This is an optimization exercise on Yosys and OpenROAD, whose aim is small area, not a production implementation.
At most, simulation tests tie the RTL to the original design; equivalence was not proved.
Function not checked in runs 1 to 4: the RTL went through the layout flow alone.
Power is estimated from default activity; no workload was simulated.

==> flow/design.v <==
module carrier_mixer (
  input  logic       if_sign,
  input  logic       if_mag,
  input  logic       carrier_sign,
  input  logic       carrier_mag,
  output logic       mix_sign,
  output logic [2:0] mix_mag
);
  assign mix_mag[0] = ~carrier_mag;
  assign mix_mag[1] =  if_mag | carrier_mag;
  assign mix_mag[2] =  if_mag & carrier_mag;
  assign mix_sign = ~(if_sign ^ carrier_sign);
endmodule
module carrier_nco (
  input  logic        clk,
  input  logic        rstn,
  input  logic        tic_enable,
  input  logic [28:0] f_control,
  output logic [31:0] carrier_val,
  output logic [3:0]  phase_reg       
);
  logic [29:0] accum_reg;
  logic [21:0] cycle_count_reg;
  logic [29:0] sum;
  logic        carry;
  logic [22:0] k;
  logic [21:0] cnt_inc;
  nco_adder #(.W(30), .B1(10), .B2(20), .BT(29)) add (
    .a(accum_reg), .b({1'b0, f_control}), .s(sum), .co(carry)
  );
  always_ff @(posedge clk) begin
    if (!rstn) accum_reg <= '0;
    else       accum_reg <= sum;
  end
  assign phase_reg = accum_reg[29:26];
  assign k[0] = carry;
  for (genvar i = 0; i < 22; i++) begin : g_cnt
    ha_cell u_ha (.a(cycle_count_reg[i]), .b(k[i]), .s(cnt_inc[i]), .co(k[i+1]));
  end
  always_ff @(posedge clk) begin
    if (!rstn || tic_enable) cycle_count_reg <= '0;
    else                     cycle_count_reg <= cnt_inc;
  end
  logic        lat_load, lat_hold;
  logic [31:0] cv_next;
  assign lat_load = tic_enable & rstn;
  assign lat_hold = ~tic_enable & rstn;
  for (genvar i = 0; i < 32; i++) begin : g_cv
    logic nv;
    if (i < 10) begin : g_ph
      assign nv = accum_reg[20+i];
    end else begin : g_cc
      assign nv = cycle_count_reg[i-10];
    end
    sel_cell u_sel (.s1(lat_load), .x(nv), .s0(lat_hold), .y(carrier_val[i]), .z(cv_next[i]));
  end
  always_ff @(posedge clk) begin
    carrier_val <= cv_next;
  end
endmodule
module code_nco (
  input  logic        clk,
  input  logic        rstn,
  input  logic        tic_enable,
  input  logic [27:0] f_control,
  output logic        hc_enable,
  output logic [9:0]  code_nco_phase
);
  logic [28:0] accum_reg;
  logic [28:0] sum;
  logic        carry;
  nco_adder #(.W(29), .B1(10), .B2(20), .BT(28)) add (
    .a(accum_reg), .b({1'b0, f_control}), .s(sum), .co(carry)
  );
  always_ff @(posedge clk) begin
    if (!rstn) accum_reg <= '0;
    else       accum_reg <= sum;
  end
  logic       lat_load, lat_hold;
  logic [9:0] ph_next;
  assign lat_load = tic_enable & rstn;
  assign lat_hold = ~tic_enable & rstn;
  for (genvar i = 0; i < 10; i++) begin : g_ph
    sel_cell u_sel (.s1(lat_load), .x(accum_reg[19+i]), .s0(lat_hold), .y(code_nco_phase[i]), .z(ph_next[i]));
  end
  always_ff @(posedge clk) begin
    code_nco_phase <= ph_next;
  end
  always_ff @(posedge clk) begin
    hc_enable <= rstn & carry;
  end
endmodule
module nco_adder #(
  parameter int W  = 30,
  parameter int B1 = 10,
  parameter int B2 = 20,
  parameter int BT = 29
) (
  input  logic [W-1:0] a,
  input  logic [W-1:0] b,      
  output logic [W-1:0] s,
  output logic         co
);
  logic [W:0]   c0;    
  logic [W-1:0] s0;    
  logic [W:0]   t1, t2;  
  logic         cb1, cb2;
  for (genvar i = 0; i < W; i++) begin : g_rc
    if (i == 0 || i == B1 || i == B2) begin : g_z
      ha_cell u_ha (.a(a[i]), .b(b[i]), .s(s0[i]), .co(c0[i+1]));
    end else if (i >= BT) begin : g_t
      ha_cell u_ha (.a(a[i]), .b(c0[i]), .s(s0[i]), .co(c0[i+1]));
    end else begin : g_c
      fa_cell u_fa (.a(a[i]), .b(b[i]), .ci(c0[i]), .s(s0[i]), .co(c0[i+1]));
    end
  end
  assign s[B1-1:0] = s0[B1-1:0];
  assign cb1 = c0[B1];
  assign t1[B1] = cb1;
  for (genvar i = B1; i < B2; i++) begin : g_i1
    ha_cell u_ha (.a(s0[i]), .b(t1[i]), .s(s[i]), .co(t1[i+1]));
  end
  assign cb2 = c0[B2] | (cb1 & (&s0[B2-1:B1]));
  assign t2[B2] = cb2;
  for (genvar i = B2; i < W; i++) begin : g_i2
    ha_cell u_ha (.a(s0[i]), .b(t2[i]), .s(s[i]), .co(t2[i+1]));
  end
  assign co = c0[W] | (cb2 & (&s0[W-1:B2]));
endmodule
module code_gen (
  input  logic        clk,
  input  logic        rstn,
  input  logic        tic_enable,
  input  logic        hc_enable,
  input  logic        prn_key_enable,
  input  logic [9:0]  prn_key,
  input  logic [10:0] code_slew,
  input  logic        slew_enable,
  output logic        dump_enable,
  output logic [10:0] code_phase,
  output logic        fc_enable,
  output logic        early,
  output logic        prompt,
  output logic        late
);
  logic [9:0]  g1, g2;
  logic        ca_code;
  logic [2:0]  shft_reg;
  logic [10:0] hc_count3;
  logic        hc_half;
  logic [10:0] slew;
  logic        slew_zero;
  logic [2:0]  hc_pos;
  logic [11:0] remain;
  logic        period_end;
  logic        slew_flag;
  logic        slew_trigger;
  always_ff @(posedge clk) begin
    if (prn_key_enable) begin
      g1      <= 10'b1111111111;
      g2      <= prn_key;
      ca_code <= 1'b0;
    end
    else if (fc_enable) begin
      g1      <= {(g1[7] ^ g1[0]), g1[9:1]};
      g2      <= {(g2[8] ^ g2[7] ^ g2[4] ^ g2[2] ^ g2[1] ^ g2[0]), g2[9:1]};
      ca_code <= g1[0] ^ g2[0];
    end
  end
  always_ff @(posedge clk) begin
    if (prn_key_enable)  shft_reg <= 3'b000;
    else if (hc_enable)  shft_reg <= {shft_reg[1:0], ca_code};
  end
  assign early  = shft_reg[2];
  assign prompt = shft_reg[1];
  assign late   = shft_reg[0];
  logic [11:0] h3k;
  logic [10:0] h3inc;
  assign h3k[0] = hc_enable;
  for (genvar i = 0; i < 11; i++) begin : g_h3
    ha_cell u_ha (.a(hc_count3[i]), .b(h3k[i]), .s(h3inc[i]), .co(h3k[i+1]));
  end
  always_ff @(posedge clk) begin
    if (prn_key_enable || dump_enable) hc_count3 <= 11'd0;
    else                               hc_count3 <= h3inc;
  end
  always_ff @(posedge clk) begin
    if (tic_enable) code_phase <= hc_count3;
  end
  assign slew_zero = ~|slew;
  logic [11:0] sb;
  logic [10:0] slew_dec;
  assign sb[0] = hc_enable & ~slew_zero;
  for (genvar i = 0; i < 11; i++) begin : g_sd
    assign slew_dec[i] = slew[i] ^ sb[i];
    assign sb[i+1]     = ~slew[i] & sb[i];
  end
  always_ff @(posedge clk) begin
    if (prn_key_enable) begin
      hc_half   <= 1'b0;
      fc_enable <= 1'b0;
      slew      <= 11'd0;
    end
    else begin
      fc_enable <= hc_enable & slew_zero & hc_half;
      if (hc_enable & slew_zero) hc_half <= ~hc_half;
      if (slew_trigger) slew <= code_slew;
      else              slew <= slew_dec;
    end
  end
  assign period_end = hc_pos[2] & (remain == 12'd2053);
  logic [12:0] rb;
  logic [11:0] remain_dec;
  assign rb[0] = hc_enable;
  for (genvar i = 0; i < 12; i++) begin : g_rd
    assign remain_dec[i] = remain[i] ^ rb[i];
    assign rb[i+1]       = ~remain[i] & rb[i];
  end
  always_ff @(posedge clk) begin
    if (hc_enable && hc_pos == 3'd1)
      remain <= slew_flag ? {1'b0, code_slew} : 12'd0;
    else
      remain <= remain_dec;
  end
  always_ff @(posedge clk) begin
    if (prn_key_enable) begin
      hc_pos       <= 3'd0;
      dump_enable  <= 1'b0;
      slew_trigger <= 1'b0;
    end
    else begin
      dump_enable  <= hc_enable & (hc_pos == 3'd3);
      slew_trigger <= hc_enable & (hc_pos == 3'd1) & slew_flag;
      if (hc_enable) begin
        if (period_end)        hc_pos <= 3'd0;
        else if (!hc_pos[2])   hc_pos <= hc_pos + 3'd1;
      end
    end
  end
  always_ff @(posedge clk) begin
    if (prn_key_enable)   slew_flag <= 1'b0;
    else if (slew_enable) slew_flag <= 1'b1;
    else if (dump_enable) slew_flag <= 1'b0;
  end
endmodule
module epoch_counter (
  input  logic        clk,
  input  logic        rstn,
  input  logic        tic_enable,
  input  logic        dump_enable,
  input  logic        epoch_enable,
  input  logic [10:0] epoch_load,
  output logic [10:0] epoch,
  output logic [10:0] epoch_check
);
  logic [4:0] cycle_count;
  logic [5:0] bit_count;
  logic       cycle_count_overflow;
  assign cycle_count_overflow = (cycle_count == 5'd19);
  always_ff @(posedge clk) begin
    if (!rstn)
      cycle_count <= 5'd0;
    else if (epoch_enable)
      cycle_count <= epoch_load[4:0];
    else if (dump_enable)
      cycle_count <= cycle_count_overflow ? 5'd0 : cycle_count + 5'd1;
  end
  always_ff @(posedge clk) begin
    if (!rstn)
      bit_count <= 6'd0;
    else if (epoch_enable)
      bit_count <= epoch_load[10:5];
    else if (cycle_count_overflow && dump_enable)
      bit_count <= (bit_count == 6'd49) ? 6'd0 : bit_count + 6'd1;
  end
  always_ff @(posedge clk) begin
    if (tic_enable) epoch <= {bit_count, cycle_count};
  end
  always_ff @(posedge clk) begin
    epoch_check <= {bit_count, cycle_count};
  end
endmodule
module accumulator (
  input  logic        clk,
  input  logic        load,           
  input  logic        hold,           
  input  logic        clear_d,
  input  logic        code_d,
  input  logic        mix_sign_d,
  input  logic [2:0]  mix_mag_d,
  output logic signed [15:0] accumulation
);
  logic [15:0] accum_d;
  logic [15:0] a, b, accum_now;
  logic [16:0] c;
  logic        neg;
  assign neg = code_d ^ mix_sign_d;
  assign a   = accum_d & {16{~clear_d}};
  assign b   = {{13{neg}}, mix_mag_d ^ {3{neg}}};
  assign c[0] = neg;
  for (genvar i = 0; i < 16; i++) begin : g_add
    fa_cell u_fa (.a(a[i]), .b(b[i]), .ci(c[i]), .s(accum_now[i]), .co(c[i+1]));
  end
  always_ff @(posedge clk) begin
    accum_d <= accum_now;
  end
  logic [15:0] acc_next;
  for (genvar i = 0; i < 16; i++) begin : g_out
    sel_cell u_sel (.s1(load), .x(accum_now[i]), .s0(hold), .y(accumulation[i]), .z(acc_next[i]));
  end
  always_ff @(posedge clk) begin
    accumulation <= acc_next;
  end
endmodule
module fa_cell (
  input  logic a,
  input  logic b,
  input  logic ci,
  output logic s,
  output logic co
);
  assign s  = a ^ b ^ ci;
  assign co = (a & b) | (a & ci) | (b & ci);
endmodule
module ha_cell (
  input  logic a,
  input  logic b,
  output logic s,
  output logic co
);
  assign s  = a ^ b;
  assign co = a & b;
endmodule
module sel_cell (
  input  logic s1,
  input  logic x,
  input  logic s0,
  input  logic y,
  output logic z
);
  assign z = (s1 & x) | (s0 & y);
endmodule
module tracking_channel (
  input  logic        clk,
  input  logic        rstn,
  input  logic        if_sign,
  input  logic        if_mag,
  input  logic        pre_tic_enable,
  input  logic        tic_enable,
  input  logic [28:0] carr_nco_fc,
  input  logic [27:0] code_nco_fc,
  input  logic [9:0]  prn_key,
  input  logic        prn_key_enable,
  input  logic [10:0] code_slew,
  input  logic        slew_enable,
  input  logic        epoch_enable,
  input  logic [10:0] epoch_load,
  output logic        dump,
  output logic signed [15:0] i_early,
  output logic signed [15:0] q_early,
  output logic signed [15:0] i_prompt,
  output logic signed [15:0] q_prompt,
  output logic signed [15:0] i_late,
  output logic signed [15:0] q_late,
  output logic [31:0] carrier_val,
  output logic [20:0] code_val,
  output logic [10:0] epoch,
  output logic [10:0] epoch_check,
  output logic        test_point_01,
  output logic        test_point_02,
  output logic        test_point_03
);
  logic        hc_enable, fc_enable;
  logic        dump_enable;
  logic        early_code, prompt_code, late_code;
  logic [3:0]  phase_reg;
  logic        if_sign_d, if_mag_d;
  logic        rstn_d, dump_d;
  logic        early_d, prompt_d, late_d;
  always_ff @(posedge clk) begin
    if_sign_d <= if_sign;
    if_mag_d  <= if_mag;
    rstn_d    <= rstn;
    dump_d    <= dump_enable;
    early_d   <= early_code;
    prompt_d  <= prompt_code;
    late_d    <= late_code;
  end
  assign dump = dump_enable;
  logic carrier_i_sign, carrier_i_mag, carrier_q_sign, carrier_q_mag;
  always_comb begin
    case (phase_reg)
      4'd15, 4'd0:  {carrier_i_sign, carrier_i_mag, carrier_q_sign, carrier_q_mag} = 4'b1011;
      4'd1,  4'd2:  {carrier_i_sign, carrier_i_mag, carrier_q_sign, carrier_q_mag} = 4'b1110;
      4'd3,  4'd4:  {carrier_i_sign, carrier_i_mag, carrier_q_sign, carrier_q_mag} = 4'b1100;
      4'd5,  4'd6:  {carrier_i_sign, carrier_i_mag, carrier_q_sign, carrier_q_mag} = 4'b1001;
      4'd7,  4'd8:  {carrier_i_sign, carrier_i_mag, carrier_q_sign, carrier_q_mag} = 4'b0001;
      4'd9,  4'd10: {carrier_i_sign, carrier_i_mag, carrier_q_sign, carrier_q_mag} = 4'b0100;
      4'd11, 4'd12: {carrier_i_sign, carrier_i_mag, carrier_q_sign, carrier_q_mag} = 4'b0110;
      default:      {carrier_i_sign, carrier_i_mag, carrier_q_sign, carrier_q_mag} = 4'b0011;
    endcase
  end
  logic        mix_i_sign, mix_q_sign;
  logic [2:0]  mix_i_mag,  mix_q_mag;
  carrier_mixer i_cos (
    .if_sign      (if_sign_d),
    .if_mag       (if_mag_d),
    .carrier_sign (carrier_i_sign),
    .carrier_mag  (carrier_i_mag),
    .mix_sign     (mix_i_sign),
    .mix_mag      (mix_i_mag)
  );
  carrier_mixer q_sin (
    .if_sign      (if_sign_d),
    .if_mag       (if_mag_d),
    .carrier_sign (carrier_q_sign),
    .carrier_mag  (carrier_q_mag),
    .mix_sign     (mix_q_sign),
    .mix_mag      (mix_q_mag)
  );
  logic [2:0] mag_i_g, mag_q_g;
  logic       clear_d;
  assign mag_i_g = mix_i_mag & {3{rstn_d}};
  assign mag_q_g = mix_q_mag & {3{rstn_d}};
  assign clear_d = dump_d | ~rstn_d;
  logic acc_load, acc_hold;
  assign acc_load = dump_enable & rstn;
  assign acc_hold = ~dump_enable & rstn;
  carrier_nco carrnco (
    .clk         (clk),
    .rstn        (rstn),
    .tic_enable  (tic_enable),
    .f_control   (carr_nco_fc),
    .carrier_val (carrier_val),
    .phase_reg   (phase_reg)
  );
  code_nco codenco (
    .clk           (clk),
    .rstn          (rstn),
    .tic_enable    (pre_tic_enable),
    .f_control     (code_nco_fc),
    .hc_enable     (hc_enable),
    .code_nco_phase(code_val[9:0])
  );
  code_gen codegen (
    .clk            (clk),
    .rstn           (rstn),
    .tic_enable     (tic_enable),
    .hc_enable      (hc_enable),
    .prn_key_enable (prn_key_enable),
    .prn_key        (prn_key),
    .code_slew      (code_slew),
    .slew_enable    (slew_enable),
    .dump_enable    (dump_enable),
    .code_phase     (code_val[20:10]),
    .fc_enable      (fc_enable),
    .early          (early_code),
    .prompt         (prompt_code),
    .late           (late_code)
  );
  epoch_counter epc (
    .clk          (clk),
    .rstn         (rstn),
    .tic_enable   (tic_enable),
    .dump_enable  (dump_enable),
    .epoch_enable (epoch_enable),
    .epoch_load   (epoch_load),
    .epoch        (epoch),
    .epoch_check  (epoch_check)
  );
  accumulator ie (.clk(clk), .load(acc_load), .hold(acc_hold), .clear_d(clear_d),
                  .code_d(early_d),  .mix_sign_d(mix_i_sign), .mix_mag_d(mag_i_g), .accumulation(i_early));
  accumulator ip (.clk(clk), .load(acc_load), .hold(acc_hold), .clear_d(clear_d),
                  .code_d(prompt_d), .mix_sign_d(mix_i_sign), .mix_mag_d(mag_i_g), .accumulation(i_prompt));
  accumulator il (.clk(clk), .load(acc_load), .hold(acc_hold), .clear_d(clear_d),
                  .code_d(late_d),   .mix_sign_d(mix_i_sign), .mix_mag_d(mag_i_g), .accumulation(i_late));
  accumulator qe (.clk(clk), .load(acc_load), .hold(acc_hold), .clear_d(clear_d),
                  .code_d(early_d),  .mix_sign_d(mix_q_sign), .mix_mag_d(mag_q_g), .accumulation(q_early));
  accumulator qp (.clk(clk), .load(acc_load), .hold(acc_hold), .clear_d(clear_d),
                  .code_d(prompt_d), .mix_sign_d(mix_q_sign), .mix_mag_d(mag_q_g), .accumulation(q_prompt));
  accumulator ql (.clk(clk), .load(acc_load), .hold(acc_hold), .clear_d(clear_d),
                  .code_d(late_d),   .mix_sign_d(mix_q_sign), .mix_mag_d(mag_q_g), .accumulation(q_late));
  assign test_point_01 = hc_enable;
  assign test_point_02 = fc_enable;
  assign test_point_03 = prompt_code;
endmodule
==> flow/flow/run.sh <==
#!/bin/bash
# Layout flow: the standard ORFS flow (standard.sh, unchanged synthesis),
# with two settings changed:
#  - every input and output port still gets its own buffer, but a small
#    buf_1 instead of the default delay buffer (repair may resize it);
#  - clock tree: no dummy loads, smaller clock buffers.
# Each tool's full output is kept in orfs/logs; make's output in standard.log.
set -euo pipefail
export BUFFER_PORTS_ARGS="-buffer_cell sky130_fd_sc_hd__buf_1"
export CTS_ARGS="-sink_clustering_enable -repair_clock_nets -dont_use_dummy_load -buf_list {sky130_fd_sc_hd__clkbuf_4 sky130_fd_sc_hd__clkbuf_8}"
bash standard.sh > standard.log 2>&1
==> flow/standard.sh <==
#!/bin/bash
# synth_recipe.tcl (not shown) runs the flow's synth.tcl, then flattens the netlist and writes it again
# the make line also repeats each setting of config.mk as NAME=value (left out here)
make -C /OpenROAD-flow-scripts/flow DESIGN_CONFIG=/design/flow/config.mk WORK_HOME=/design/flow/orfs CLKGATE_MAP_FILE= SYNTH_SCRIPT=/design/flow/synth_recipe.tcl "${@:-finish}"
==> flow/config.mk <==
export PLATFORM = sky130hd
export DESIGN_NAME = tracking_channel
export DESIGN_NICKNAME = tracking_channel
export VERILOG_FILES = /design/flow/design.v
export SDC_FILE = /design/flow/constraint.sdc
export NUM_CORES = 4
export LEC_CHECK = 0
export CAP_MARGIN = 20
export CORE_MARGIN = 2
export CORE_UTILIZATION = 40
export SLEW_MARGIN = 20
export SYNTH_HIERARCHICAL = 1
==> flow/constraint.sdc <==
create_clock -name core_clock -period 10.0 [get_ports {clk}]
set_input_delay 2.0000 -clock core_clock [delete_from_list [all_inputs] [get_ports {clk}]]
set_output_delay 2.0000 -clock core_clock [all_outputs]
set_load 0.01 [all_outputs]
==> results.sh, run 1 <==
export IMPL_area_delta_synth_final_pct=15.6
export IMPL_syn_area_per_cell_um2=13.5
export IMPL_p_clk_share_pct=20.4
export IMPL_fin_setup_tns_ns=0
export IMPL_crit_top_cell="ha_2"
export IMPL_coreArea_um2=45400
export IMPL_hold_depth=0
export IMPL_path_clk_slew_ns=0.05
export IMPL_insertion_delay_ns=0.64
export IMPL_synthCells=1363
export IMPL_largest_reg_flops=32
export IMPL_p_sw_w=0.00214
export IMPL_finalSetupViolCount=0
export IMPL_rr_endpoint="ie.accumulation[15]"
export IMPL_drt_wl_total_um=37800
export IMPL_cp_end_kind="flop"
export IMPL_multi_input_area_um2=9130
export IMPL_grt_pass1_wl_um=61300
export IMPL_finalCritPeriodShare_pct=98.0
export IMPL_path_max_fanout=2
export IMPL_hp_class="flop to flop"
export IMPL_p_sw_share_pct=33.7
export IMPL_n_fill_cell=4176
export IMPL_worst_hold_slack_ns=0.372
export IMPL_reg2reg_from="carrnco.accum_reg[28]"
export IMPL_gp_congestion=0.777
export IMPL_dp_hpwl_um=26200
export IMPL_tightest_slew_ns=1.02
export IMPL_cp_top_family="adder cells"
export IMPL_antenna_left=0
export IMPL_drc=0
export IMPL_cp_start_kind="input pin"
export IMPL_maxSlewViolCount=0
export IMPL_period_needed_ns=9.80
export IMPL_cpPeakStageDelay_ns=0.51
export IMPL_max_freq_mhz=102
export IMPL_rows=78
export IMPL_gr_usage_all_layers_pct=16.3
export IMPL_power_internal_w=0.00421
export IMPL_cp_num_buf_inv=1
export IMPL_antenna_found_initial=0
export IMPL_nets=2025
export IMPL_start_util_pct=40.5
export IMPL_vias=11003
export IMPL_drv_cap=0
export IMPL_grt_max_degree=101
export IMPL_synth_cell_area_um2=18400
export IMPL_worst_hold_startpoint="codegen.shft_reg[2]"
export IMPL_cp_slowest_cell="fa_1"
export IMPL_worstPathRequired_ns=10.49
export IMPL_synth_fp_nets=1714
export IMPL_drt_iter0_markers=491
export IMPL_critPathKind="input pin to flop"
export IMPL_pin_count=273
export IMPL_cp_arrival_ns=10.29
export IMPL_yosysWarningCount=12
export IMPL_skew_ns=0.0643
export IMPL_final_cells=2273
export IMPL_vias_per_cell=4.84
export IMPL_p_seq_share_pct=37.0
export IMPL_slew_limit_headroom_pct=31.3
export IMPL_drtPass1Iterations=4
export IMPL_first_global_vias=11519
export IMPL_power_density_nw_per_um2=299
export IMPL_layout_setup_ws_ns=0.195
export IMPL_place_inst=2194
export IMPL_comb_power_share_pct=42.6
export IMPL_cts_tree="yes"
export IMPL_wire_per_inst_um=16.6
export IMPL_reg2reg_slack_ns=1.05
export IMPL_hold_viol_final=0
export IMPL_peakVddDrop_mv=0.160
export IMPL_cts_hold_buffers=0
export IMPL_die_h_um=218
export IMPL_reg2reg_depth=23
export IMPL_dieWidth_um=218
export IMPL_status="no timing/DRC/antenna violations"
export IMPL_root_buffer="clkbuf_8"
export IMPL_htreeDepth=3
export IMPL_clockBufferDepth=3
export IMPL_cts_sinks=433
export IMPL_whs_endpoint="early_d"
export IMPL_pre_cts_ws_ns=-0.522
export IMPL_drive_gt1_share_pct=13.6
export IMPL_grt_overflow=0
export IMPL_cts_buffers=76
export IMPL_seqCellArea_um2=8990
export IMPL_die_area_um2=47600
export IMPL_power_leakage_nw=8.90
export IMPL_utilization_pct=46.8
export IMPL_port_buffers=272
[worst max-delay path by stage]
stage / slack, ns / depth (start not counted) / end / from
after floorplan: 0.02 / 36 / carrnco.cycle_count_reg[21] / carr_nco_fc[0]
after global placement: -0.34 / 37 / carrnco.cycle_count_reg[21] / carr_nco_fc[0]
after detailed placement: -0.52 / 37 / carrnco.cycle_count_reg[21] / carr_nco_fc[0]
after CTS: 0.15 / 37 / carrnco.cycle_count_reg[21] / carr_nco_fc[0]
after global routing: -0.02 / 37 / carrnco.cycle_count_reg[21] / carr_nco_fc[10]
final: 0.20 / 37 / carrnco.cycle_count_reg[21] / carr_nco_fc[10]
[cells in the final DEF (no fill, tap or decap), types with 11 or more instances in the layout]
master,count
ha_1,87
buf_1,269
ha_2,13
dfxtp_1,401
and2b_2,36
and3b_1,14
a22o_1,138
and2_1,79
and2b_1,38
clkbuf_8,76
a21oi_1,43
edfxtp_1,32
inv_1,32
xor3_4,12
fa_2,15
a211o_1,11
fa_1,132
nor2_1,33
nor2b_1,34
buf_4,18
[power by group through the flow]
| stage | sequential (W) | clock (W) | combinational (W) |
|---|---|---|---|
| final | 0.00235 | 0.00129 | 0.00271 |
| after detailed placement | 0.00239 | 0 | 0.00271 |
| after floorplan | 0.00235 | 0 | 0.00206 |
| after global placement | 0.00238 | 0 | 0.00262 |
| after global routing | 0.00239 | 0.00143 | 0.00315 |
| after CTS | 0.00236 | 0.00136 | 0.00275 |
[area by class of cell]
cell class,count,area share [%]
tap,600,3.54
inverter,33,0.583
antenna,1,0.0118
clock buffer,76,4.93
multi-input combinational,839,43.0
timing repair buffer,291,5.59
sequential,433,42.3
[metal layers]
layer / wire [um] / share of wire [%] / track usage (%) / vias to the layer above
met1: 16900 / 45 / 21.1 / 5424
met3: 2480 / 6.6 / 5.12 / 45
met2: 17800 / 47 / 25.6 / 232
met5: 0 / 0 / 0 / -
met4: 695 / 1.8 / 5.90 / 0
li1: - / - / - / 5302
[through the flow]
stage,total power (W),area (um2)
floorplan,0.00441,18400
global placement,0.00500,20000
detailed placement,0.00510,20000
CTS,0.00647,21100
global route,0.00697,21200
finish,0.00635,21200
[what timing repair did]
action / CTS / global route
setup endpoints to repair: 0 / 1
buffers inserted: 0 / 1
resized for setup: 0 / 33
==> run 2, diff against run 1 <==
--- a/flow/flow/run.sh
+++ b/flow/flow/run.sh
@@ -8,4 +8,4 @@
 set -euo pipefail
 export BUFFER_PORTS_ARGS="-buffer_cell sky130_fd_sc_hd__buf_1"
-export CTS_ARGS="-sink_clustering_enable -repair_clock_nets -dont_use_dummy_load -buf_list {sky130_fd_sc_hd__clkbuf_4 sky130_fd_sc_hd__clkbuf_8}"
+export CTS_ARGS="-sink_clustering_enable -repair_clock_nets -dont_use_dummy_load -buf_list sky130_fd_sc_hd__clkbuf_8 -sink_clustering_size 20 -sink_clustering_max_diameter 80"
 bash standard.sh > standard.log 2>&1
==> run 2 against run 1 <==
Setup slack better by 0.085 ns. Synthesized area unchanged. Final cell count down 2.2%. Combinational power about the same. Routed wire length down 2.7%. Clock-buffer cell count down 48. Largest power group unchanged. Register-to-register slack better by 0.03 ns. Critical path type unchanged. Largest cell class unchanged. Sequential share of layout area up 1.6 points. Fmax up 0.87%. Highest routed layer unchanged. Die area unchanged. Global-route usage down 0.66 points. Still clean. Via count down 2.5%.
==> results.sh, run 2 <==
export IMPL_status="no timing/DRC/antenna violations"
export IMPL_final_cells=2224
export IMPL_worstPathRequired_ns=10.53
export IMPL_finalCritPeriodShare_pct=97.2
export IMPL_synth_fp_nets=1714
export IMPL_antenna_found_initial=0
export IMPL_drc=0
export IMPL_critPathKind="input pin to flop"
export IMPL_area_delta_synth_final_pct=11.4
export IMPL_fin_setup_tns_ns=0
export IMPL_mostFrequentLayoutCell="dfxtp_1"
export IMPL_postCtsSetupRepairBufs=0
export IMPL_cpPeakStageDelay_ns=0.40
export IMPL_hold_depth=0
export IMPL_htreeDepth=1
export IMPL_cp_start_kind="input pin"
export IMPL_largest_reg_flops=32
export IMPL_path_max_fanout=2
export IMPL_rsz0062_at_grt="false"
export IMPL_power_density_nw_per_um2=284
export IMPL_dieWidth_um=218
export IMPL_syn_area_per_cell_um2=13.5
export IMPL_grt_max_degree=101
export IMPL_worst_hold_slack_ns=0.376
export IMPL_gr_usage_all_layers_pct=15.6
export IMPL_gp_congestion=0.777
export IMPL_start_util_pct=40.5
export IMPL_vias=10724
export IMPL_cts_buffers=28
export IMPL_power_leakage_nw=8.61
export IMPL_rows=78
export IMPL_reg2reg_depth=21
export IMPL_finalSetupViolCount=0
export IMPL_drtPass1Iterations=4
export IMPL_tightest_slew_ns=1.01
export IMPL_dp_hpwl_um=26200
export IMPL_antenna_left=0
export IMPL_post_route_cell_area_um2=20400
export IMPL_first_global_vias=11102
export IMPL_n_fill_cell=4225
export IMPL_hp_class="flop to flop"
export IMPL_cp_end_kind="flop"
export IMPL_drt_wl_total_um=36800
export IMPL_hold_viol_final=0
export IMPL_place_inst=2194
export IMPL_synthCells=1363
export IMPL_grt_overflow=0
export IMPL_drv_cap=0
export IMPL_clockBufferDepth=3
export IMPL_maxSlewViolCount=0
export IMPL_insertion_delay_ns=0.64
export IMPL_skew_ns=0.0592
export IMPL_vias_per_cell=4.82
export IMPL_nets=1976
export IMPL_cts_tree="yes"
export IMPL_post_dp_cell_area_um2=20000
export IMPL_path_clk_slew_ns=0.11
export IMPL_drive_gt1_share_pct=9.61
export IMPL_root_buffer="clkbuf_8"
export IMPL_crit_top_cell="ha_1"
export IMPL_peakVddDrop_mv=0.159
export IMPL_wire_per_inst_um=16.6
export IMPL_cp_arrival_ns=10.25
export IMPL_period_needed_ns=9.72
export IMPL_cp_slowest_cell="fa_1"
export IMPL_synth_cell_area_um2=18400
export IMPL_port_buffers=272
export IMPL_cts_hold_buffers=0
export IMPL_die_area_um2=47600
export IMPL_coreArea_um2=45400
export IMPL_yosysWarningCount=12
export IMPL_die_h_um=218
export IMPL_max_freq_mhz=103
export IMPL_layout_common_cells="dfxtp_1, buf_1, a22o_1, fa_1, ha_1"
export IMPL_cts_sinks=433
export IMPL_grt_pass1_wl_um=60000
export IMPL_slew_limit_headroom_pct=32.0
export IMPL_pin_count=273
export IMPL_drt_iter0_markers=491
-- run 2: cell types whose count changed in the layout (fill, tap and decap cells not counted), sizes merged --
| cell | change |
|---|---|
| clkbuf | -48 |
| buf | -1 |
-- run 2: critical path: cells and delay by family --
| kind | cells | cell delay [ns] |
|---|---|---|
| adder cells (fa/ha/maj) | 32 | 7.62 |
| buffers and inverters | 1 | 0.08 |
| AO/OA/AOI/OAI | 2 | 0.27 |
| AND/OR/NAND/NOR | 2 | 0.30 |
-- run 2: report_power, final --
group	switching (W)	internal (W)	leakage [nW]	total (W)
clock	0.000529	0.000251	0.201	0.000780
sequential	0.000157	0.00219	3.62	0.00235
combinational	0.00135	0.00134	4.79	0.00268
-- run 2: final cells by class --
type | instances | area (um2) | area share [%]
Sequential cell | 433 | 8990 | 44.0
Multi-Input combinational cell | 839 | 9020 | 44.1
Tap cell | 600 | 751 | 3.67
Inverter | 33 | 124 | 0.606
Clock buffer | 28 | 385 | 1.88
Antenna cell | 1 | 2.50 | 0.0122
Timing Repair Buffer | 290 | 1180 | 5.77
-- run 2: worst paths after layout --
check                                            from                          end  slack (ns)
worst max-delay path                   carr_nco_fc[0]  carrnco.cycle_count_reg[21]        0.28
worst min-delay path              codegen.shft_reg[2]                      early_d        0.38
worst max register to register  carrnco.accum_reg[27]          qe.accumulation[15]        1.08
worst min register to register    codegen.shft_reg[2]                      early_d        0.38
-- run 2: routing by layer --
layer / share of wire (%) / vias to the layer above / global-route usage [%]
met2: 47 / 171 / 25.2
met5: 0 / - / 0
li1: - / 5205 / -
met1: 46 / 5309 / 21.2
met4: 2.2 / 0 / 3.49
met3: 5.4 / 39 / 3.87
-- run 2: what timing repair did --
item,4_1_cts,5_1_grt
setup endpoints to repair,0,1
hold endpoints to repair,0,0
resized for setup,0,5
-- run 2: through the flow --
step	total power (W)	setup slack (ns)	utilization, %
after CTS	0.00593	0.212	45.0
after global placement	0.00500	-0.342	44.1
after global routing	0.00641	0.00420	45.1
after floorplan	0.00441	0.0158	-
final	0.00581	0.280	45.1
after detailed placement	0.00510	-0.522	44.1
==> run 3, diff against run 2 <==
--- a/flow/flow/run.sh
+++ b/flow/flow/run.sh
@@ -8,4 +8,4 @@
 set -euo pipefail
 export BUFFER_PORTS_ARGS="-buffer_cell sky130_fd_sc_hd__buf_1"
-export CTS_ARGS="-sink_clustering_enable -repair_clock_nets -dont_use_dummy_load -buf_list sky130_fd_sc_hd__clkbuf_8 -sink_clustering_size 20 -sink_clustering_max_diameter 80"
+export CTS_ARGS="-sink_clustering_enable -repair_clock_nets -dont_use_dummy_load -buf_list sky130_fd_sc_hd__clkbuf_8 -sink_clustering_size 20 -sink_clustering_max_diameter 50"
 bash standard.sh > standard.log 2>&1
==> run 3 against run 2 <==
Synthesized area unchanged. Setup slack worse by 0.075 ns. Register-to-register slack about the same. Critical path type unchanged. Largest power group unchanged. Critical path depth unchanged. Power up 3.6%. Global-route usage up 0.27 points.
==> results.sh, run 3 <==
export IMPL_post_dp_cell_area_um2=20000
export IMPL_power_density_nw_per_um2=289
export IMPL_post_route_cell_area_um2=20800
export IMPL_gr_usage_all_layers_pct=15.9
export IMPL_vias=10857
export IMPL_place_inst=2194
export IMPL_rows=78
export IMPL_cts_hold_buffers=0
export IMPL_drive_gt1_share_pct=12.0
export IMPL_cp_num_buf_inv=1
export IMPL_nets=1995
export IMPL_mostFrequentLayoutCell="dfxtp_1"
export IMPL_slew_limit_headroom_pct=32.0
export IMPL_drv_cap=0
export IMPL_skew_ns=0.0768
export IMPL_final_cells=2243
export IMPL_maxSlewViolCount=0
export IMPL_clockBufferDepth=3
export IMPL_seqCellArea_um2=8990
export IMPL_finalCritPeriodShare_pct=97.9
export IMPL_critPathKind="input pin to flop"
export IMPL_worstPathRequired_ns=10.47
export IMPL_first_global_vias=11267
export IMPL_cts_sinks=433
export IMPL_cts_buffers=46
export IMPL_antenna_found_initial=0
export IMPL_cp_top_family="adder cells"
export IMPL_layout_common_cells="dfxtp_1, buf_1, a22o_1, fa_1, ha_1"
export IMPL_path_clk_slew_ns=0.08
export IMPL_syn_area_per_cell_um2=13.5
export IMPL_synthCells=1363
export IMPL_gp_congestion=0.777
export IMPL_synth_cell_area_um2=18400
export IMPL_cp_slowest_cell="fa_1"
export IMPL_power_leakage_nw=8.69
export IMPL_coreArea_um2=45400
export IMPL_wire_per_inst_um=16.6
export IMPL_pin_count=273
export IMPL_status="no timing/DRC/antenna violations"
export IMPL_n_fill_cell=4197
export IMPL_tightest_slew_ns=1.02
export IMPL_fin_total_pwr_w=0.00602
export IMPL_vias_per_cell=4.84
export IMPL_antenna_left=0
export IMPL_dp_hpwl_um=26200
export IMPL_path_max_fanout=2
export IMPL_yosysWarningCount=12
export IMPL_max_freq_mhz=102
export IMPL_multi_input_area_um2=9140
export IMPL_area_delta_synth_final_pct=13.4
export IMPL_synth_fp_nets=1714
export IMPL_cp_arrival_ns=10.26
export IMPL_worst_hold_slack_ns=0.371
export IMPL_port_buffers=272
export IMPL_die_h_um=218
export IMPL_drt_iter0_markers=527
export IMPL_peakVddDrop_mv=0.183
export IMPL_drc=0
export IMPL_htreeDepth=2
export IMPL_cp_end_kind="flop"
export IMPL_reg2reg_from="carrnco.accum_reg[28]"
export IMPL_finalSetupViolCount=0
export IMPL_pre_cts_ws_ns=-0.522
export IMPL_grt_max_degree=101
export IMPL_cts_tree="yes"
export IMPL_drt_wl_total_um=37200
export IMPL_crit_top_cell="ha_2"
export IMPL_hp_class="flop to flop"
export IMPL_dieWidth_um=218
export IMPL_die_area_um2=47600
export IMPL_largest_reg_flops=32
export IMPL_worst_hold_startpoint="codegen.shft_reg[2]"
export IMPL_grt_overflow=0
export IMPL_crit_start="carr_nco_fc[10]"
export IMPL_cpPeakStageDelay_ns=0.51
export IMPL_cp_start_kind="input pin"
export IMPL_insertion_delay_ns=0.63
export IMPL_hold_viol_final=0
export IMPL_drtPass1Iterations=4
export IMPL_root_buffer="clkbuf_8"
export IMPL_start_util_pct=40.5
export IMPL_period_needed_ns=9.79
export IMPL_grt_pass1_wl_um=60400
export IMPL_layout_setup_ws_ns=0.206
run 3: area by class of cell:
type                    count  area share (%)
diodes                      1          0.0120
clock buffers              46            3.04
inverters                  33           0.595
multi-input cells         839            43.9
flip-flops and latches    433            43.2
well taps                 600            3.60
repair buffers            291            5.70
run 3: routing by layer:
metal / track usage [%] / wire length (um) / vias to the layer above
li1: - / - / 5240
met1: 21.2 / 16700 / 5376
met2: 25.1 / 17400 / 191
met3: 4.91 / 2380 / 50
met4: 4.15 / 691 / 0
met5: 0 / 0 / -
run 3: through the flow:
stage                     setup TNS (ns)  utilization, %
final                                  0            45.9
after global routing             -0.0320            45.9
after CTS                              0            45.5
after detailed placement          -0.971            44.1
after global placement            -0.479            44.1
after floorplan                        0               -
run 3: final timing paths:
path	to	slack, ns	depth (start not counted)
worst min register to register	early_d	0.37	0
worst max register to register	ie.accumulation[15]	1.08	23
worst min-delay path	early_d	0.37	0
worst max-delay path	carrnco.cycle_count_reg[21]	0.21	37
run 3: where the power goes:
| part | internal (W) | leakage [nW] | switching, W |
|---|---|---|---|
| combinational | 0.00134 | 4.73 | 0.00136 |
| clock | 0.000409 | 0.331 | 0.000565 |
| sequential | 0.00219 | 3.62 | 0.000154 |
| total | 0.00394 | 8.69 | 0.00207 |
run 3: what timing repair did:
item,in CTS,in global routing
gates resized for setup,0,34
endpoints found under the setup margin,0,1
buffers inserted,0,1
==> run 4, diff against run 3 <==
--- a/flow/flow/run.sh
+++ b/flow/flow/run.sh
@@ -8,4 +8,4 @@
 set -euo pipefail
 export BUFFER_PORTS_ARGS="-buffer_cell sky130_fd_sc_hd__buf_1"
-export CTS_ARGS="-sink_clustering_enable -repair_clock_nets -dont_use_dummy_load -buf_list sky130_fd_sc_hd__clkbuf_8 -sink_clustering_size 20 -sink_clustering_max_diameter 50"
+export CTS_ARGS="-sink_clustering_enable -repair_clock_nets -dont_use_dummy_load -buf_list sky130_fd_sc_hd__clkbuf_16 -sink_clustering_size 40 -sink_clustering_max_diameter 80"
 bash standard.sh > standard.log 2>&1
==> run 4 against run 3 <==
Still clean. Sequential share of layout area decreased by 0.21 points. Die area did not move. Fmax up 0.28%. Synthesized area unchanged. Worst hold slack worse by 0.00055 ns. Power up 0.97%. Utilization up 0.23 points.
==> results.sh, run 4 <==
export IMPL_tightest_slew_ns=1.01
export IMPL_cts_tree="yes"
export IMPL_drtPass1Iterations=4
export IMPL_p_seq_share_pct=38.6
export IMPL_max_freq_mhz=102
export IMPL_power_density_nw_per_um2=290
export IMPL_p_clk_share_pct=17.0
export IMPL_seqCellArea_um2=8990
export IMPL_die_area_um2=47600
export IMPL_yosysWarningCount=12
export IMPL_nets=1976
export IMPL_cts_buffers=27
export IMPL_synthCells=1363
export IMPL_cp_start_kind="input pin"
export IMPL_grt_pass1_wl_um=59900
export IMPL_htreeDepth=1
export IMPL_first_global_vias=11091
export IMPL_port_buffers=272
export IMPL_cp_slowest_cell="fa_1"
export IMPL_path_clk_slew_ns=0.07
export IMPL_comb_power_share_pct=44.5
export IMPL_gr_usage_all_layers_pct=15.6
export IMPL_vias=10774
export IMPL_rsz0062_at_grt="false"
export IMPL_drive_gt1_share_pct=11.0
export IMPL_cp_end_kind="flop"
export IMPL_p_sw_share_pct=34.0
export IMPL_period_needed_ns=9.77
export IMPL_synth_cell_area_um2=18400
export IMPL_pin_count=273
export IMPL_grt_overflow=0
export IMPL_hp_class="flop to flop"
export IMPL_status="no timing/DRC/antenna violations"
export IMPL_path_max_fanout=2
export IMPL_grt_max_degree=101
export IMPL_cpPeakStageDelay_ns=0.51
export IMPL_start_util_pct=40.5
export IMPL_dieWidth_um=218
export IMPL_antenna_found_initial=0
export IMPL_antenna_left=0
export IMPL_slew_limit_headroom_pct=32.1
export IMPL_gp_congestion=0.777
export IMPL_syn_area_per_cell_um2=13.5
export IMPL_area_delta_synth_final_pct=14.0
export IMPL_crit_top_cell="ha_4"
export IMPL_wire_per_inst_um=16.6
export IMPL_drv_cap=0
export IMPL_synth_fp_nets=1714
export IMPL_cp_arrival_ns=10.21
export IMPL_worstPathRequired_ns=10.44
export IMPL_p_sw_w=0.00206
export IMPL_cts_sinks=433
export IMPL_drt_iter0_markers=446
export IMPL_power_internal_w=0.00401
export IMPL_largest_reg_flops=32
export IMPL_drc=0
export IMPL_utilization_pct=46.1
export IMPL_n_fill_cell=4176
export IMPL_coreArea_um2=45400
export IMPL_finalSetupViolCount=0
export IMPL_critPathKind="input pin to flop"
export IMPL_vias_per_cell=4.84
export IMPL_fin_total_pwr_w=0.00608
export IMPL_mostFrequentLayoutCell="dfxtp_1"
export IMPL_insertion_delay_ns=0.60
export IMPL_multi_input_area_um2=9200
export IMPL_root_buffer="clkbuf_16"
export IMPL_die_h_um=218
export IMPL_rows=78
export IMPL_clockBufferDepth=3
export IMPL_skew_ns=0.0636
export IMPL_layout_common_cells="dfxtp_1, buf_1, a22o_1, fa_1, ha_1"
export IMPL_hold_viol_final=0
export IMPL_finalCritPeriodShare_pct=97.7
export IMPL_peakVddDrop_mv=0.160
export IMPL_dp_hpwl_um=26200
export IMPL_maxSlewViolCount=0
export IMPL_power_leakage_nw=8.69
export IMPL_drt_wl_total_um=36900
[run 4: timing repair]
| action | CTS | global route |
|---|---|---|
| gates resized for setup | 0 | 40 |
| buffers inserted | 0 | 1 |
| setup endpoints to repair | 0 | 2 |
| endpoints found under the hold margin | 0 | 0 |
| hold buffers | 0 | 0 |
[run 4: power by group through the flow]
stage                     registers [W]  clock network [W]  logic (W)
after floorplan                 0.00235                  0    0.00206
after global placement          0.00238                  0    0.00262
after detailed placement        0.00239                  0    0.00271
after CTS                       0.00235            0.00108    0.00275
after global routing            0.00239            0.00113    0.00316
final                           0.00234            0.00103    0.00270
[run 4: worst paths after layout]
kind	startpoint	endpoint	slack, ns	cells after the start
max	carr_nco_fc[10]	carrnco.cycle_count_reg[21]	0.23	37
min	codegen.shft_reg[2]	early_d	0.37	0
max reg2reg	carrnco.accum_reg[28]	ie.accumulation[15]	1.07	23
min reg2reg	codegen.shft_reg[2]	early_d	0.37	0
[run 4: layer usage]
metal,GRT usage [%],vias to the layer above,share of wire (%)
met5,0,-,0
met4,3.65,0,1.8
met3,3.63,45,5.8
met2,25.2,181,47
met1,21.2,5332,45
li1,-,5216,-
[run 4: cell type report]
type | count | area share (%)
Clock buffer | 27 | 3.23
Tap cell | 600 | 3.59
Sequential cell | 433 | 42.9
Timing Repair Buffer | 291 | 5.67
Multi-Input combinational cell | 839 | 44.0
Inverter | 33 | 0.592
Antenna cell | 1 | 0.0120
[run 4: per-stage QoR]
stage / hold slack [ns] / instance area (um2) / TNS (ns) / instances / worst slack, ns
after floorplan: 0.330 / 18400 / 0 / 1363 / 0.0158
after global placement: 0.351 / 20000 / -0.479 / 2194 / -0.342
after detailed placement: 0.355 / 20000 / -0.971 / 2194 / -0.522
after CTS: 0.367 / 20700 / 0 / 2221 / 0.0955
after global routing: 0.374 / 20900 / 0 / 2223 / 0.00350
final: 0.370 / 20900 / 0 / 2224 / 0.233
[run 4: critical path, delay by kind of cell]
family,cells,cell delay [ns]
adders and majority gates,32,7.48
buffers and inverters,1,0.08
and+or+nand+nor,2,0.30
AOI/OAI and AO/OA,2,0.29
==> run 5, diff against run 4 <==
--- a/flow/design.v
+++ b/flow/design.v
@@ -152,24 +152,33 @@
   logic        slew_zero;
   logic [2:0]  hc_pos;
-  logic [11:0] remain;
   logic        period_end;
   logic        slew_flag;
   logic        slew_trigger;
-  always_ff @(posedge clk) begin
-    if (prn_key_enable) begin
-      g1      <= 10'b1111111111;
-      g2      <= prn_key;
-      ca_code <= 1'b0;
-    end
-    else if (fc_enable) begin
-      g1      <= {(g1[7] ^ g1[0]), g1[9:1]};
-      g2      <= {(g2[8] ^ g2[7] ^ g2[4] ^ g2[2] ^ g2[1] ^ g2[0]), g2[9:1]};
-      ca_code <= g1[0] ^ g2[0];
-    end
-  end
-  always_ff @(posedge clk) begin
-    if (prn_key_enable)  shft_reg <= 3'b000;
-    else if (hc_enable)  shft_reg <= {shft_reg[1:0], ca_code};
+  logic np, fc_go, fc_stay, hc_go, hc_stay;
+  assign np      = ~prn_key_enable;
+  assign fc_go   =  fc_enable & np;
+  assign fc_stay = ~fc_enable & np;
+  assign hc_go   =  hc_enable & np;
+  assign hc_stay = ~hc_enable & np;
+  logic [9:0] g1_sh, g2_sh, g1_next, g2_next;
+  logic       ca_next;
+  assign g1_sh = {(g1[7] ^ g1[0]), g1[9:1]};
+  assign g2_sh = {(g2[8] ^ g2[7] ^ g2[4] ^ g2[2] ^ g2[1] ^ g2[0]), g2[9:1]};
+  for (genvar i = 0; i < 10; i++) begin : g_g
+    selor_cell u_g1 (.s1(fc_go), .x(g1_sh[i]), .s0(fc_stay), .y(g1[i]), .c(prn_key_enable), .z(g1_next[i]));
+    sel3_cell  u_g2 (.s2(prn_key_enable), .w(prn_key[i]), .s1(fc_go), .x(g2_sh[i]), .s0(fc_stay), .y(g2[i]), .z(g2_next[i]));
+  end
+  sel_cell u_ca (.s1(fc_go), .x(g1[0] ^ g2[0]), .s0(fc_stay), .y(ca_code), .z(ca_next));
+  always_ff @(posedge clk) begin
+    g1      <= g1_next;
+    g2      <= g2_next;
+    ca_code <= ca_next;
+  end
+  logic [2:0] sr_in, sr_next;
+  assign sr_in = {shft_reg[1:0], ca_code};
+  for (genvar i = 0; i < 3; i++) begin : g_sr
+    sel_cell u_sel (.s1(hc_go), .x(sr_in[i]), .s0(hc_stay), .y(shft_reg[i]), .z(sr_next[i]));
   end
+  always_ff @(posedge clk) shft_reg <= sr_next;
   assign early  = shft_reg[2];
   assign prompt = shft_reg[1];
@@ -177,50 +186,52 @@
   logic [11:0] h3k;
   logic [10:0] h3inc;
-  assign h3k[0] = hc_enable;
+  logic        h3_keep;
+  assign h3k[0]  = hc_enable;
+  assign h3_keep = ~(prn_key_enable | dump_enable);
   for (genvar i = 0; i < 11; i++) begin : g_h3
     ha_cell u_ha (.a(hc_count3[i]), .b(h3k[i]), .s(h3inc[i]), .co(h3k[i+1]));
   end
-  always_ff @(posedge clk) begin
-    if (prn_key_enable || dump_enable) hc_count3 <= 11'd0;
-    else                               hc_count3 <= h3inc;
-  end
-  always_ff @(posedge clk) begin
-    if (tic_enable) code_phase <= hc_count3;
-  end
-  assign slew_zero = ~|slew;
+  always_ff @(posedge clk) hc_count3 <= h3inc & {11{h3_keep}};
+  logic [10:0] cp_next;
+  for (genvar i = 0; i < 11; i++) begin : g_cp
+    sel_cell u_sel (.s1(tic_enable), .x(hc_count3[i]), .s0(~tic_enable), .y(code_phase[i]), .z(cp_next[i]));
+  end
+  always_ff @(posedge clk) code_phase <= cp_next;
+  logic [10:0] slew_n;
+  assign slew      = ~slew_n;
+  assign slew_zero = &slew_n;
   logic [11:0] sb;
-  logic [10:0] slew_dec;
-  assign sb[0] = hc_enable & ~slew_zero;
+  logic [10:0] slew_hs, slew_n_next;
+  logic        sl_load, sl_keep_n;
+  assign sb[0]     = hc_enable & ~slew_zero;
+  assign sl_load   = slew_trigger & np;
+  assign sl_keep_n = slew_trigger | prn_key_enable;
   for (genvar i = 0; i < 11; i++) begin : g_sd
-    assign slew_dec[i] = slew[i] ^ sb[i];
-    assign sb[i+1]     = ~slew[i] & sb[i];
+    ha_cell u_ha (.a(slew_n[i]), .b(sb[i]), .s(slew_hs[i]), .co(sb[i+1]));
+    seln_cell u_sel (.s1(sl_load), .x(code_slew[i]), .s0_n(sl_keep_n), .y_n(slew_hs[i]), .z_n(slew_n_next[i]));
   end
   always_ff @(posedge clk) begin
-    if (prn_key_enable) begin
-      hc_half   <= 1'b0;
-      fc_enable <= 1'b0;
-      slew      <= 11'd0;
-    end
-    else begin
-      fc_enable <= hc_enable & slew_zero & hc_half;
-      if (hc_enable & slew_zero) hc_half <= ~hc_half;
-      if (slew_trigger) slew <= code_slew;
-      else              slew <= slew_dec;
-    end
+    slew_n    <= slew_n_next;
+    fc_enable <= np & hc_enable & slew_zero & hc_half;
+    hc_half   <= np & (hc_half ^ (hc_enable & slew_zero));
   end
-  assign period_end = hc_pos[2] & (remain == 12'd2053);
+  logic [11:0] remain_n;
+  assign period_end = hc_pos[2] & (remain_n == ~12'd2053);
   logic [12:0] rb;
-  logic [11:0] remain_dec;
-  assign rb[0] = hc_enable;
+  logic [11:0] remain_hs, remain_n_next;
+  logic        rm_load, rm_slew, rm_keep_n;
+  assign rb[0]     = hc_enable;
+  assign rm_load   = hc_enable & (hc_pos == 3'd1);
+  assign rm_slew   = rm_load & slew_flag;
+  assign rm_keep_n = rm_load;
   for (genvar i = 0; i < 12; i++) begin : g_rd
-    assign remain_dec[i] = remain[i] ^ rb[i];
-    assign rb[i+1]       = ~remain[i] & rb[i];
-  end
-  always_ff @(posedge clk) begin
-    if (hc_enable && hc_pos == 3'd1)
-      remain <= slew_flag ? {1'b0, code_slew} : 12'd0;
-    else
-      remain <= remain_dec;
+    ha_cell u_ha (.a(remain_n[i]), .b(rb[i]), .s(remain_hs[i]), .co(rb[i+1]));
+    if (i < 11) begin : g_l
+      seln_cell u_sel (.s1(rm_slew), .x(code_slew[i]), .s0_n(rm_keep_n), .y_n(remain_hs[i]), .z_n(remain_n_next[i]));
+    end else begin : g_t
+      assign remain_n_next[i] = rm_keep_n | remain_hs[i];
+    end
   end
+  always_ff @(posedge clk) remain_n <= remain_n_next;
   always_ff @(posedge clk) begin
     if (prn_key_enable) begin
@@ -239,9 +250,37 @@
   end
   always_ff @(posedge clk) begin
-    if (prn_key_enable)   slew_flag <= 1'b0;
-    else if (slew_enable) slew_flag <= 1'b1;
-    else if (dump_enable) slew_flag <= 1'b0;
+    slew_flag <= np & (slew_enable | (slew_flag & ~dump_enable));
   end
 endmodule
+module selor_cell (
+  input  logic s1,
+  input  logic x,
+  input  logic s0,
+  input  logic y,
+  input  logic c,
+  output logic z
+);
+  assign z = (s1 & x) | (s0 & y) | c;
+endmodule
+module sel3_cell (
+  input  logic s2,
+  input  logic w,
+  input  logic s1,
+  input  logic x,
+  input  logic s0,
+  input  logic y,
+  output logic z
+);
+  assign z = (s2 & w) | (s1 & x) | (s0 & y);
+endmodule
+module seln_cell (
+  input  logic s1,
+  input  logic x,
+  input  logic s0_n,
+  input  logic y_n,
+  output logic z_n
+);
+  assign z_n = ~((s1 & x) | (~s0_n & ~y_n));
+endmodule
 module epoch_counter (
   input  logic        clk,
@@ -257,26 +296,43 @@
   logic [5:0] bit_count;
   logic       cycle_count_overflow;
+  logic       bit_count_overflow;
   assign cycle_count_overflow = (cycle_count == 5'd19);
-  always_ff @(posedge clk) begin
-    if (!rstn)
-      cycle_count <= 5'd0;
-    else if (epoch_enable)
-      cycle_count <= epoch_load[4:0];
-    else if (dump_enable)
-      cycle_count <= cycle_count_overflow ? 5'd0 : cycle_count + 5'd1;
-  end
-  always_ff @(posedge clk) begin
-    if (!rstn)
-      bit_count <= 6'd0;
-    else if (epoch_enable)
-      bit_count <= epoch_load[10:5];
-    else if (cycle_count_overflow && dump_enable)
-      bit_count <= (bit_count == 6'd49) ? 6'd0 : bit_count + 6'd1;
-  end
-  always_ff @(posedge clk) begin
-    if (tic_enable) epoch <= {bit_count, cycle_count};
+  assign bit_count_overflow   = (bit_count == 6'd49);
+  logic [5:0] ck;
+  logic [6:0] bk;
+  logic [4:0] c_inc;
+  logic [5:0] b_inc;
+  assign ck[0] = dump_enable;
+  assign bk[0] = dump_enable & cycle_count_overflow;
+  for (genvar i = 0; i < 5; i++) begin : g_ci
+    ha_cell u_ha (.a(cycle_count[i]), .b(ck[i]), .s(c_inc[i]), .co(ck[i+1]));
+  end
+  for (genvar i = 0; i < 6; i++) begin : g_bi
+    ha_cell u_ha (.a(bit_count[i]), .b(bk[i]), .s(b_inc[i]), .co(bk[i+1]));
+  end
+  logic ld, c_keep, b_keep;
+  assign ld     = rstn & epoch_enable;
+  assign c_keep = rstn & ~epoch_enable & ~(dump_enable & cycle_count_overflow);
+  assign b_keep = rstn & ~epoch_enable & ~(bk[0] & bit_count_overflow);
+  logic [10:0] cnt_next;
+  for (genvar i = 0; i < 5; i++) begin : g_cn
+    sel_cell u_sel (.s1(ld), .x(epoch_load[i]), .s0(c_keep), .y(c_inc[i]), .z(cnt_next[i]));
+  end
+  for (genvar i = 0; i < 6; i++) begin : g_bn
+    sel_cell u_sel (.s1(ld), .x(epoch_load[5+i]), .s0(b_keep), .y(b_inc[i]), .z(cnt_next[5+i]));
+  end
+  always_ff @(posedge clk) begin
+    cycle_count <= cnt_next[4:0];
+    bit_count   <= cnt_next[10:5];
+  end
+  logic [10:0] ep_next;
+  for (genvar i = 0; i < 11; i++) begin : g_ep
+    sel_cell u_sel (.s1(tic_enable), .x(epoch_check_d[i]), .s0(~tic_enable), .y(epoch[i]), .z(ep_next[i]));
   end
+  logic [10:0] epoch_check_d;
+  assign epoch_check_d = {bit_count, cycle_count};
   always_ff @(posedge clk) begin
-    epoch_check <= {bit_count, cycle_count};
+    epoch       <= ep_next;
+    epoch_check <= epoch_check_d;
   end
 endmodule
@@ -285,8 +341,8 @@
   input  logic        load,           
   input  logic        hold,           
-  input  logic        clear_d,
+  input  logic        keep_d,         
   input  logic        code_d,
   input  logic        mix_sign_d,
-  input  logic [2:0]  mix_mag_d,
+  input  logic [2:0]  mix_p_d,        
   output logic signed [15:0] accumulation
 );
@@ -296,6 +352,6 @@
   logic        neg;
   assign neg = code_d ^ mix_sign_d;
-  assign a   = accum_d & {16{~clear_d}};
-  assign b   = {{13{neg}}, mix_mag_d ^ {3{neg}}};
+  assign a   = accum_d & {16{keep_d}};
+  assign b   = {{13{neg}}, mix_p_d ^ {3{code_d}}};
   assign c[0] = neg;
   for (genvar i = 0; i < 16; i++) begin : g_add
@@ -419,9 +475,11 @@
     .mix_mag      (mix_q_mag)
   );
-  logic [2:0] mag_i_g, mag_q_g;
-  logic       clear_d;
+  logic [2:0] mag_i_g, mag_q_g, p_i, p_q;
+  logic       keep_d;
   assign mag_i_g = mix_i_mag & {3{rstn_d}};
   assign mag_q_g = mix_q_mag & {3{rstn_d}};
-  assign clear_d = dump_d | ~rstn_d;
+  assign p_i     = mag_i_g ^ {3{mix_i_sign}};
+  assign p_q     = mag_q_g ^ {3{mix_q_sign}};
+  assign keep_d  = ~dump_d & rstn_d;
   logic acc_load, acc_hold;
   assign acc_load = dump_enable & rstn;
@@ -469,16 +527,16 @@
     .epoch_check  (epoch_check)
   );
-  accumulator ie (.clk(clk), .load(acc_load), .hold(acc_hold), .clear_d(clear_d),
-                  .code_d(early_d),  .mix_sign_d(mix_i_sign), .mix_mag_d(mag_i_g), .accumulation(i_early));
-  accumulator ip (.clk(clk), .load(acc_load), .hold(acc_hold), .clear_d(clear_d),
-                  .code_d(prompt_d), .mix_sign_d(mix_i_sign), .mix_mag_d(mag_i_g), .accumulation(i_prompt));
-  accumulator il (.clk(clk), .load(acc_load), .hold(acc_hold), .clear_d(clear_d),
-                  .code_d(late_d),   .mix_sign_d(mix_i_sign), .mix_mag_d(mag_i_g), .accumulation(i_late));
-  accumulator qe (.clk(clk), .load(acc_load), .hold(acc_hold), .clear_d(clear_d),
-                  .code_d(early_d),  .mix_sign_d(mix_q_sign), .mix_mag_d(mag_q_g), .accumulation(q_early));
-  accumulator qp (.clk(clk), .load(acc_load), .hold(acc_hold), .clear_d(clear_d),
-                  .code_d(prompt_d), .mix_sign_d(mix_q_sign), .mix_mag_d(mag_q_g), .accumulation(q_prompt));
-  accumulator ql (.clk(clk), .load(acc_load), .hold(acc_hold), .clear_d(clear_d),
-                  .code_d(late_d),   .mix_sign_d(mix_q_sign), .mix_mag_d(mag_q_g), .accumulation(q_late));
+  accumulator ie (.clk(clk), .load(acc_load), .hold(acc_hold), .keep_d(keep_d),
+                  .code_d(early_d),  .mix_sign_d(mix_i_sign), .mix_p_d(p_i), .accumulation(i_early));
+  accumulator ip (.clk(clk), .load(acc_load), .hold(acc_hold), .keep_d(keep_d),
+                  .code_d(prompt_d), .mix_sign_d(mix_i_sign), .mix_p_d(p_i), .accumulation(i_prompt));
+  accumulator il (.clk(clk), .load(acc_load), .hold(acc_hold), .keep_d(keep_d),
+                  .code_d(late_d),   .mix_sign_d(mix_i_sign), .mix_p_d(p_i), .accumulation(i_late));
+  accumulator qe (.clk(clk), .load(acc_load), .hold(acc_hold), .keep_d(keep_d),
+                  .code_d(early_d),  .mix_sign_d(mix_q_sign), .mix_p_d(p_q), .accumulation(q_early));
+  accumulator qp (.clk(clk), .load(acc_load), .hold(acc_hold), .keep_d(keep_d),
+                  .code_d(prompt_d), .mix_sign_d(mix_q_sign), .mix_p_d(p_q), .accumulation(q_prompt));
+  accumulator ql (.clk(clk), .load(acc_load), .hold(acc_hold), .keep_d(keep_d),
+                  .code_d(late_d),   .mix_sign_d(mix_q_sign), .mix_p_d(p_q), .accumulation(q_late));
   assign test_point_01 = hc_enable;
   assign test_point_02 = fc_enable;
--- a/flow/flow/run.sh
+++ b/flow/flow/run.sh
@@ -8,4 +8,4 @@
 set -euo pipefail
 export BUFFER_PORTS_ARGS="-buffer_cell sky130_fd_sc_hd__buf_1"
-export CTS_ARGS="-sink_clustering_enable -repair_clock_nets -dont_use_dummy_load -buf_list sky130_fd_sc_hd__clkbuf_16 -sink_clustering_size 40 -sink_clustering_max_diameter 80"
+export CTS_ARGS="-sink_clustering_enable -repair_clock_nets -dont_use_dummy_load -buf_list sky130_fd_sc_hd__clkbuf_8 -sink_clustering_size 20 -sink_clustering_max_diameter 80"
 bash standard.sh > standard.log 2>&1
==> run 5 against run 4 <==
Final cell count is 3.1% lower. Sequential power hardly changed. Routed wire length decreased by 2.7%. Combinational power decreased by 7%. Utilization is 0.35 points lower. Via count is 2.1% lower. Clock-buffer cell count grew 1. Global-route usage rose by 0.19 points. Clock power down 25%. Setup slack better by 0.066 ns. Critical path depth unchanged. Largest power group unchanged.
==> results.sh, run 5 <==
export IMPL_status="no timing/DRC/antenna violations"
export IMPL_cts_sinks=433
export IMPL_post_dp_cell_area_um2=19400
export IMPL_path_max_fanout=2
export IMPL_antenna_left=0
export IMPL_peakVddDrop_mv=0.143
export IMPL_max_freq_mhz=103
export IMPL_drtPass1Iterations=4
export IMPL_maxSlewViolCount=0
export IMPL_largest_reg_flops=32
export IMPL_insertion_delay_ns=0.64
export IMPL_grt_max_degree=97
export IMPL_dp_hpwl_um=26000
export IMPL_hold_viol_final=0
export IMPL_die_area_um2=45800
export IMPL_cp_end_kind="flop"
export IMPL_power_internal_w=0.00357
export IMPL_dieWidth_um=214
export IMPL_cts_hold_buffers=0
export IMPL_comb_power_share_pct=44.8
export IMPL_nets=1934
export IMPL_drive_gt1_share_pct=7.26
export IMPL_start_util_pct=40.8
export IMPL_period_needed_ns=9.70
export IMPL_p_sw_w=0.00203
export IMPL_hp_class="flop to flop"
export IMPL_yosysWarningCount=12
export IMPL_cp_slowest_cell="fa_1"
export IMPL_area_delta_synth_final_pct=12.2
export IMPL_p_clk_share_pct=13.9
export IMPL_skew_ns=0.0674
export IMPL_finalCritPeriodShare_pct=97.0
export IMPL_p_seq_share_pct=41.3
export IMPL_post_route_cell_area_um2=19800
export IMPL_fin_setup_tns_ns=0
export IMPL_gp_congestion=0.820
export IMPL_power_leakage_nw=8.44
export IMPL_clockBufferDepth=3
export IMPL_syn_area_per_cell_um2=13.7
export IMPL_crit_top_cell="ha_1"
export IMPL_tightest_slew_ns=1.03
export IMPL_coreArea_um2=43300
export IMPL_cts_tree="yes"
export IMPL_critPathKind="input pin to flop"
export IMPL_rows=76
export IMPL_drv_cap=0
export IMPL_gr_usage_all_layers_pct=15.8
export IMPL_finalSetupViolCount=0
export IMPL_antenna_found_initial=1
export IMPL_grt_overflow=0
export IMPL_slew_limit_headroom_pct=30.6
export IMPL_synthCells=1290
export IMPL_drt_iter0_markers=528
export IMPL_vias_per_cell=4.89
export IMPL_vias=10544
export IMPL_cpPeakStageDelay_ns=0.40
export IMPL_synth_fp_nets=1651
export IMPL_cp_start_kind="input pin"
export IMPL_root_buffer="clkbuf_8"
export IMPL_mostFrequentLayoutCell="dfxtp_1"
export IMPL_htreeDepth=1
export IMPL_cts_buffers=28
export IMPL_postCtsSetupRepairBufs=0
export IMPL_diodes=0
export IMPL_die_h_um=214
export IMPL_p_sw_share_pct=36.3
export IMPL_wire_per_inst_um=16.7
export IMPL_power_density_nw_per_um2=283
export IMPL_first_global_vias=11046
export IMPL_drt_wl_total_um=35900
export IMPL_rsz0062_at_grt="false"
export IMPL_worstPathRequired_ns=10.54
export IMPL_grt_pass1_wl_um=59800
export IMPL_port_buffers=272
export IMPL_path_clk_slew_ns=0.11
export IMPL_synth_cell_area_um2=17600
export IMPL_drc=0
export IMPL_layout_common_cells="dfxtp_1, buf_1, a22o_1, and2_1, fa_1"
export IMPL_pin_count=273
export IMPL_cp_arrival_ns=10.25
-- run 5: final timing paths --
check,startpoint,to,slack (ns),depth (start not counted)
setup / recovery,carr_nco_fc[0],carrnco.cycle_count_reg[21],0.30,37
setup reg to reg,carrnco.accum_reg[28],il.accumulation[15],0.95,22
hold / removal,epc.bit_count[3],epc.epoch_check[8],0.34,0
hold reg to reg,epc.bit_count[3],epc.epoch_check[8],0.34,0
-- run 5: what timing repair did --
item,in CTS,in global routing
setup endpoints to repair,0,1
hold endpoints to repair,0,0
resized for setup,0,3
-- run 5: critical path: cells and delay by family --
kind                     cells  cell delay [ns]
adder cells (fa/ha/maj)     32             7.62
AND/OR/NAND/NOR              2             0.31
AO/OA/AOI/OAI                2             0.26
buffers and inverters        1             0.07
-- run 5: layer usage --
layer | global-route usage [%] | vias up | routed length, um
met3 | 2.54 | 48 | 1420
met4 | 3.73 | 2 | 850
li1 | - | 5083 | -
met2 | 26.2 | 176 | 17100
met5 | 0 | - | 12
met1 | 21.6 | 5235 | 16600
-- run 5: cell type report --
cell class,instances,area [um2]
clock buffers,28,385
fillers,3966,23500
inverters,19,71.3
multi-input cells,796,8710
flip-flops and latches,433,8670
well taps,585,732
repair buffers,295,1240
-- run 5: metrics by stage --
| step | util, % | setup slack (ns) | instances | total power, W | hold WS [ns] |
|---|---|---|---|---|---|
| floorplan | - | 0.0158 | 1290 | 0.00420 | 0.332 |
| global placement | 44.7 | -0.348 | 2126 | 0.00478 | 0.359 |
| detailed placement | 44.7 | -0.444 | 2126 | 0.00489 | 0.357 |
| CTS | 45.6 | 0.277 | 2154 | 0.00570 | 0.345 |
| global route | 45.8 | 0.000422 | 2156 | 0.00616 | 0.368 |
| finish | 45.8 | 0.299 | 2156 | 0.00560 | 0.342 |
-- run 5: power by group through the flow --
| stage | registers [W] | logic (W) | clock network (W) |
|---|---|---|---|
| CTS | 0.00232 | 0.00256 | 0.000820 |
| global placement | 0.00235 | 0.00243 | 0 |
| detailed placement | 0.00235 | 0.00253 | 0 |
| finish | 0.00231 | 0.00251 | 0.000776 |
| global route | 0.00236 | 0.00293 | 0.000873 |
| floorplan | 0.00231 | 0.00189 | 0 |

separate check: timing with driven ports:
No port has a modelled driver above. Below, the same layouts with a new extraction and two added sets of constraints.
Step 1 assumes that a clkbuf_16 drives the clock port and a buf_2 every other input.
Step 2 also shifts input and output timing later by t, the mid clock arrival at the registers, as if the neighbouring blocks saw the same clock.
Slacks: ideal / step 1 / step 2; pairs: ideal / step 1.
| run | shift t [ns] | setup slack, ns | worst data-port slew with drivers (ns) |
|---|---|---|---|
| run 1 | 0.658 | 0.195 / 0.221 / -0.437 | 0.09 |
| run 2 | 0.665 | 0.280 / 0.314 / -0.352 | 0.09 |
| run 3 | 0.642 | 0.206 / 0.232 / -0.410 | 0.09 |
| run 4 | 0.617 | 0.233 / 0.264 / -0.353 | 0.10 |
| run 5 | 0.653 | 0.299 / 0.325 / -0.328 | 0.11 |
With both steps, setup timing fails in every run listed, where it was met with ideal ports.
